What follows belongs to an exercise in optimizing a design on an open flow for small area and a short achievable clock period; a production flow would make more cautious choices. RTL that was checked went through simulation tests only; none was proved equivalent to the original. Power and IR drop assume default switching activity.

orange:
// cpu16_top
module cpu16_top(input logic clk,
        input logic reset,
        output logic [7:0] imem_addr,       
        input logic [15:0] imem_rdata,      
        output logic [9:0] dmem_addr,       
        output logic [15:0] dmem_wdata,     
        output logic dmem_we,               
        input logic [15:0] dmem_rdata,      
        output logic ovf_ctrl,
        output logic take_branch
    );
    logic [15:0] I;
    logic [15:0] ra, rb, wd, sum;
    logic [2:0] waddr;
    logic wen;
    logic is_lw, is_sw, is_beqz, is_bnez, is_add, is_addi, is_and, is_or,
          is_xor, is_andi, is_slli, is_srai;
    assign I = imem_rdata;
    instruction_decoder dec(.I(I), .is_lw(is_lw), .is_sw(is_sw),
        .is_beqz(is_beqz), .is_bnez(is_bnez), .is_add(is_add),
        .is_addi(is_addi), .is_and(is_and), .is_or(is_or), .is_xor(is_xor),
        .is_andi(is_andi), .is_slli(is_slli), .is_srai(is_srai),
        .wen(wen), .waddr(waddr));
    regfile rf(.clk(clk), .rst(reset), .wr_en(wen), .wr_addr(waddr),
        .wr_data(wd), .rd0_addr(I[9:7]), .rd1_addr(I[4:2]),
        .rd0_data(ra), .rd1_data(rb));
    alu u_alu(.I(I), .a(ra), .b(rb), .mem_rdata(dmem_rdata),
        .is_lw(is_lw), .is_sw(is_sw), .is_add(is_add), .is_addi(is_addi),
        .is_and(is_and), .is_or(is_or), .is_xor(is_xor), .is_andi(is_andi),
        .is_slli(is_slli), .is_srai(is_srai),
        .wd(wd), .sum(sum), .ovf(ovf_ctrl));
    assign take_branch = (is_beqz & ~|ra) | (is_bnez & |ra);
  ...
Size: ~71 I/O pins.
export LEC_CHECK = 0
export CAP_MARGIN = 20
export CORE_MARGIN = 2
export CORE_UTILIZATION = 40
export SETUP_SLACK_MARGIN = 5
export SLEW_MARGIN = 20
create_clock -name core_clock -period 15.0 [get_ports {clk}]
run.sh (not shown) runs the stock make flow with config.mk's settings and CLKGATE_MAP_FILE= SYNTH_SCRIPT=/design/flow/synth_recipe.tcl, a recipe that flattens the netlist after the stock synthesis.
Setup changes, orange to purple
Settings: a deleted SETUP_SLACK_MARGIN that had been 5.
[compare] base=orange new=purple: met2 demand-to-capacity share in global routing lower, detailed route wirelength on metal2 moved down, headroom to the max-slew limit decreased by 2.2 points relative to the old numbers.
The cell area number comes out lower for purple vs orange.
Per the comparison of purple with orange, maximum fanout encountered on the critical timing path now larger; period utilization +12 points; utilization lost 1.9 points; via count of the first global-routing pass shows a reduction of 113; synthesized netlist net count stayed essentially flat.
Die area: orange vs purple, no meaningful difference
Sort purple and orange by wire length of the first global-routing pass, descending, and orange comes first.
No functional check of the RTL was part of any run of this note.


Setup of JK:
The RTL this note starts from:
==> flow/design.v <==
`timescale 1ns / 1ps
module TwoToOneMux(input logic [15:0] a, b,
	input logic sel_mux,
	output logic [15:0] out);
    always_comb
	    out <= sel_mux ? b : a;
endmodule
`timescale 1ns / 1ps
module alu(input logic [15:0] I, a, b, mem_rdata,
	input logic add_op,
	output logic [15:0] wd, sum,
	output logic ovf);
	logic [15:0] y, p, g, sh_in, sh_out;
	logic [15:0] G [0:4];
	logic [15:0] P [0:4];
	logic [16:0] c;
	logic [5:0] nz, lo;
	logic use_b, hi, sh_ok;
	logic sel_sum, sel_sll, sel_sra, sel_g, sel_p;
	assign nz = {I[12], I[6:5], I[4:2]};
	assign use_b = I[15] & ~(I[11] & ~I[10]);
	assign lo = use_b ? b[5:0] : nz;
	assign hi = I[14] ? I[5] : ~I[15] & I[12];
	assign y[5:0] = I[14] ? {I[12], I[11:10], I[6], 2'b00} : lo;
	assign y[15:6] = (use_b & ~I[14]) ? b[15:6] : {10{hi}};
	assign p = a ^ y;
	assign g = a & y;
	always_comb begin
		G[0] = g;
		P[0] = p;
		for (int l = 0; l < 4; l++)
			for (int i = 0; i < 16; i++)
				if ((i >> l) & 1) begin
					G[l+1][i] = G[l][i] | (P[l][i] & G[l][((i >> l) << l) - 1]);
					P[l+1][i] = P[l][i] & P[l][((i >> l) << l) - 1];
				end else begin
					G[l+1][i] = G[l][i];
					P[l+1][i] = P[l][i];
				end
	end
	assign c = {G[4], 1'b0};
	assign sum = p ^ c[15:0];
	assign ovf = add_op & ~(a[15] ^ y[15]) & (c[15] ^ a[15]);
	assign sh_ok = nz[5:4] == 2'b00;
	always_comb
		for (int i = 0; i < 16; i++)
			sh_in[i] = I[15] ? a[15 - i] : a[i];
	assign sh_out = sh_in << nz[3:0];
	assign sel_sum = ~I[14] & (I[15] ? ~I[11] & I[1] : I[0]);
	assign sel_sll = ~I[14] & ~I[15] & ~I[0] & sh_ok;
	assign sel_sra = ~I[14] & I[15] & ~I[11] & ~I[1];
	assign sel_g = ~I[14] & I[15] & I[11] & (~I[10] | I[6]);
	assign sel_p = ~I[14] & I[15] & I[11] & I[10] & (I[6] ^ I[5]);
	always_comb begin
		wd = ({16{I[14]}} & mem_rdata) | ({16{sel_sum}} & sum) |
		     ({16{sel_g}} & g) | ({16{sel_p}} & p) |
		     ({16{sel_sll}} & sh_out) | {sel_sra & a[15], 15'd0};
		for (int i = 0; i < 16; i++)
			wd[i] = wd[i] | (sel_sra & sh_ok & sh_out[15 - i]);
	end
endmodule
`timescale 1ns / 1ps
module instruction_decoder(input logic [15:0] I,
    output logic is_sw, is_beqz, is_bnez, add_op, wen,
    output logic [2:0] waddr);
    logic is_lw, is_add, is_srai, is_and, is_or, is_xor, is_andi, is_addi,
          is_slli;
    logic q0, q2;
    assign q0 = I[15:13] == 3'b000;
    assign q2 = I[15:13] == 3'b100;
    assign is_lw   = I[15:13] == 3'b010;
    assign is_sw   = I[15:13] == 3'b110 && I[1:0] == 2'b00;
    assign is_beqz = I[15:13] == 3'b110 && I[1:0] == 2'b01;
    assign is_bnez = I[15:13] == 3'b111;
    assign is_add  = q2 && I[11:10] == 2'b01 && I[1:0] == 2'b10;
    assign is_srai = q2 && I[11:10] == 2'b01 && I[1:0] == 2'b01;
    assign is_and  = q2 && I[11:10] == 2'b11 && I[6:5] == 2'b11;
    assign is_or   = q2 && I[11:10] == 2'b11 && I[6:5] == 2'b10;
    assign is_xor  = q2 && I[11:10] == 2'b11 && I[6:5] == 2'b01;
    assign is_andi = q2 && I[11:10] == 2'b10;
    assign is_addi = q0 && I[1:0] == 2'b01;
    assign is_slli = q0 && I[1:0] == 2'b10;
    assign add_op = is_lw | is_sw | is_add | is_addi;
    assign wen = is_lw | is_add | is_srai | is_and | is_or | is_xor |
                 is_andi | is_addi | is_slli;
    assign waddr = I[14] ? I[4:2] : I[9:7];
endmodule
`timescale 1ns / 1ps
module mapper(input [15:0] instruction,
              output logic [2:0] rs1,rs2,rd,
              output logic [6:0] immediate,
              output logic [5:0] nzimm,
              output logic [8:0] offset,
              output logic [3:0] opcode);
  always_comb
  begin
  opcode = 4'b1111;  
  nzimm = 0;
  offset = 0;
  immediate = 0;
  rs1=0;
  rs2=0;
  rd=0;
  case(instruction[15:13])
  3'b110:begin 
         case(instruction[1:0])
            2'b00 : begin immediate = {instruction[5],instruction[12],instruction[11:10],instruction[6],2'b00};rs1=instruction[9:7];rs2=instruction[4:2];opcode=4'b0001;end  
            2'b01 : begin offset = {instruction[12],instruction[12],instruction[6:5],instruction[2],instruction[11:10],instruction[4:3]}; rs1=instruction[9:7];opcode=4'b1010; end  
         endcase
           end
  3'b010: begin immediate = {instruction[5],instruction[12],instruction[11:10],instruction[6],2'b00};rs1=instruction[9:7]; rd = instruction[4:2];opcode=4'b0000; end  
  3'b100 : begin
           case(instruction[11:10])
                2'b01 : begin
                        case(instruction[1:0])
                        2'b10: begin rd = instruction[9:7]; rs2 = instruction[4:2];opcode=4'b0010; end  
                        2'b01: begin nzimm = {instruction[12],instruction[6:5],instruction[4:2]};rd = instruction[9:7];rs1=instruction[9:7];opcode= 4'b1000; end  
                        endcase 
                        end                                    
                2'b11 : begin
                        case(instruction[6:5])
                            2'b11: begin rs1 = instruction[9:7]; rd = instruction[9:7];rs2 = instruction[4:2];opcode=4'b0100;end  
                            2'b10: begin rs1 = instruction[9:7]; rd = instruction[9:7]; rs2 = instruction[4:2];opcode=4'b0110;end  
                            2'b01 : begin rs1 = instruction[9:7]; rd = instruction[9:7]; rs2 = instruction[4:2];opcode=4'b0111; end  
                         endcase 
                        end 
                2'b10 : begin immediate = {1'b0,instruction[12],instruction[6:5],instruction[4:2]}; rs1 = instruction[9:7]; rd = instruction[9:7];opcode=4'b0101; end  
            endcase
           end
  3'b000 : begin
           case(instruction[1:0])
                2'b01: begin nzimm = {instruction[12],instruction[6:5],instruction[4:2]};rs1 = instruction[9:7]; rd = instruction[9:7];opcode=4'b0011; end  
                2'b10 : begin nzimm = {instruction[12],instruction[6:5],instruction[4:2]};rd = instruction[9:7];opcode=4'b1001; end  
           endcase 
           end
  3'b111 : begin offset = {instruction[12],instruction[12],instruction[6:5],instruction[2],instruction[11:10],instruction[4:3]}; rs1 = instruction[9:7];opcode=4'b1011; end  
  endcase
  end
endmodule
`timescale 1ns / 1ps
module program_counter(input logic clk, rst, take_branch,
    input logic [7:0] offset,
	output logic [7:0] pc);
	logic [7:0] inc, nxt;
	logic [8:0] c;
	assign inc = take_branch ? offset : 8'd1;
	always_comb begin
		c[0] = 1'b0;
		for (int i = 0; i < 8; i++) begin
			nxt[i] = pc[i] ^ inc[i] ^ c[i];
			c[i+1] = (pc[i] & inc[i]) | (pc[i] & c[i]) | (inc[i] & c[i]);
		end
	end
	always_ff @(posedge clk, posedge rst)
		if (rst) pc <= 0;
		else pc <= nxt;
endmodule
`timescale 1ns / 1ps
module regfile(input logic rst, clk, wr_en,
	input logic [2:0] rd0_addr, rd1_addr, wr_addr,
	input logic [15:0] wr_data,
	output logic [15:0] rd0_data, rd1_data);
	logic [15:0] data [0:7];
	logic [7:0] valid;
	logic [7:0] we, s0, s1;
	always_comb
		for (int i = 0; i < 8; i++) begin
			we[i] = wr_en && wr_addr == i;
			s0[i] = valid[i] && rd0_addr == i;
			s1[i] = valid[i] && rd1_addr == i;
		end
	always_ff @(posedge clk, posedge rst)
		if (rst) valid <= 8'd0;
		else valid <= valid | we;
	always_ff @(posedge clk)
		for (int i = 0; i < 8; i++)
			if (we[i]) data[i] <= wr_data;
	always_comb begin
		rd0_data = 16'd0;
		rd1_data = 16'd0;
		for (int i = 0; i < 8; i++) begin
			rd0_data = rd0_data | ({16{s0[i]}} & data[i]);
			rd1_data = rd1_data | ({16{s1[i]}} & data[i]);
		end
	end
endmodule
`timescale 1ns / 1ps
module cpu16_top(input logic clk,
        input logic reset,
        output logic [7:0] imem_addr,       
        input logic [15:0] imem_rdata,      
        output logic [9:0] dmem_addr,       
        output logic [15:0] dmem_wdata,     
        output logic dmem_we,               
        input logic [15:0] dmem_rdata,      
        output logic ovf_ctrl,
        output logic take_branch
    );
    logic [15:0] I;
    logic [15:0] ra, rb, wd, sum;
    logic [2:0] waddr;
    logic wen;
    logic is_sw, is_beqz, is_bnez, add_op;
    assign I = imem_rdata;
    instruction_decoder dec(.I(I), .is_sw(is_sw), .is_beqz(is_beqz),
        .is_bnez(is_bnez), .add_op(add_op), .wen(wen), .waddr(waddr));
    regfile rf(.clk(clk), .rst(reset), .wr_en(wen), .wr_addr(waddr),
        .wr_data(wd), .rd0_addr(I[9:7]), .rd1_addr(I[4:2]),
        .rd0_data(ra), .rd1_data(rb));
    alu u_alu(.I(I), .a(ra), .b(rb), .mem_rdata(dmem_rdata), .add_op(add_op),
        .wd(wd), .sum(sum), .ovf(ovf_ctrl));
    assign take_branch = (is_beqz & ~|ra) | (is_bnez & |ra);
    program_counter pcu(.clk(clk), .rst(reset), .take_branch(take_branch),
        .offset({I[12], I[6:5], I[2], I[11:10], I[4:3]}), .pc(imem_addr));
    assign dmem_addr = sum[9:0];
    assign dmem_wdata = rb;
    assign dmem_we = is_sw;
endmodule
Settings: LEC_CHECK=0, CAP_MARGIN=20, CORE_MARGIN=2, CORE_UTILIZATION=40, CTS_BUF_LIST=sky130_fd_sc_hd__clkbuf_4 sky130_fd_sc_hd__clkbuf_8, SLEW_MARGIN=20; clock period 15.0 ns.
standard.sh (not shown) runs the stock make flow with config.mk's settings and CLKGATE_MAP_FILE= SYNTH_SCRIPT=/design/flow/synth_recipe.tcl, a recipe that flattens the netlist after the stock synthesis.
==> flow/flow/run.sh <==
#!/bin/bash
set -euo pipefail
cd "$(dirname "$0")/.."
export BUFFER_PORTS_ARGS="-buffer_cell sky130_fd_sc_hd__buf_1"
export SETUP_SLACK_MARGIN=6
bash standard.sh > make.log 2>&1
Inputs modified between JK and MS:
==> flow/flow/run.sh <==
#!/bin/bash
set -euo pipefail
cd "$(dirname "$0")/.."
export BUFFER_PORTS_ARGS="-buffer_cell sky130_fd_sc_hd__buf_1"
export SETUP_SLACK_MARGIN=8
bash standard.sh > make.log 2>&1
The clock group power in MS sits about 2% below the value recorded for JK. Diff MS..JK | maximum level of the CTS H-tree | unchanged. Re shortest period the worst path allows: MS and JK aren't equal, and the lower value belongs to JK. From MS to JK, gate count after technology mapping did not move at all. MS against JK: share of cell area taken by flip-flops and latches saw a decrease, total wire length saw an increase. Of MS and JK, the run reporting the higher peak supply drop was JK. Taking JK as the reference point, the initial DRC count of MS falls by 6.7%. MS against JK; last weighted congestion value of the routability-driven placer is up by a few percent.

-- static timing again, ports no longer ideal --
In the flow no input, the clock included, has a driving cell. The finished layouts below were timed again as built, in two steps.
Step 1 sets driving cells, clkbuf_16 on the clock port and buf_2 on the other inputs (assumed; they add their load-dependent delay and slew).
Step 2 times the ports against the registers' clock, not the clock port: input delays grow and output delays shrink by t, the midpoint of the rising clock arrivals with the driver on.
Three values: ideal, step 1, step 2; two values: the first two.
run | t, ns | setup slack, ns | worst setup path after step 2 | latest minus earliest clock arrival (ns) | slew at the worst register clock pin (ns)
orange | 0.474 | 5.127 / 5.106 / 5.106 | input to output | 0.011 / 0.011 | 0.07 / 0.07
purple | 0.473 | 3.263 / 3.239 / 3.239 | input to output | 0.011 / 0.010 | 0.07 / 0.07
JK | 0.497 | 5.579 / 5.542 / 5.542 | input to output | 0.019 / 0.020 | 0.09 / 0.09
MS | 0.506 | 5.489 / 5.441 / 5.441 | input to output | 0.019 / 0.019 | 0.10 / 0.10
After both steps every run listed still meets setup and hold. For MS, which loses most, drivers alone change the setup slack by -0.048 ns; drivers and shift together by -0.048 ns.
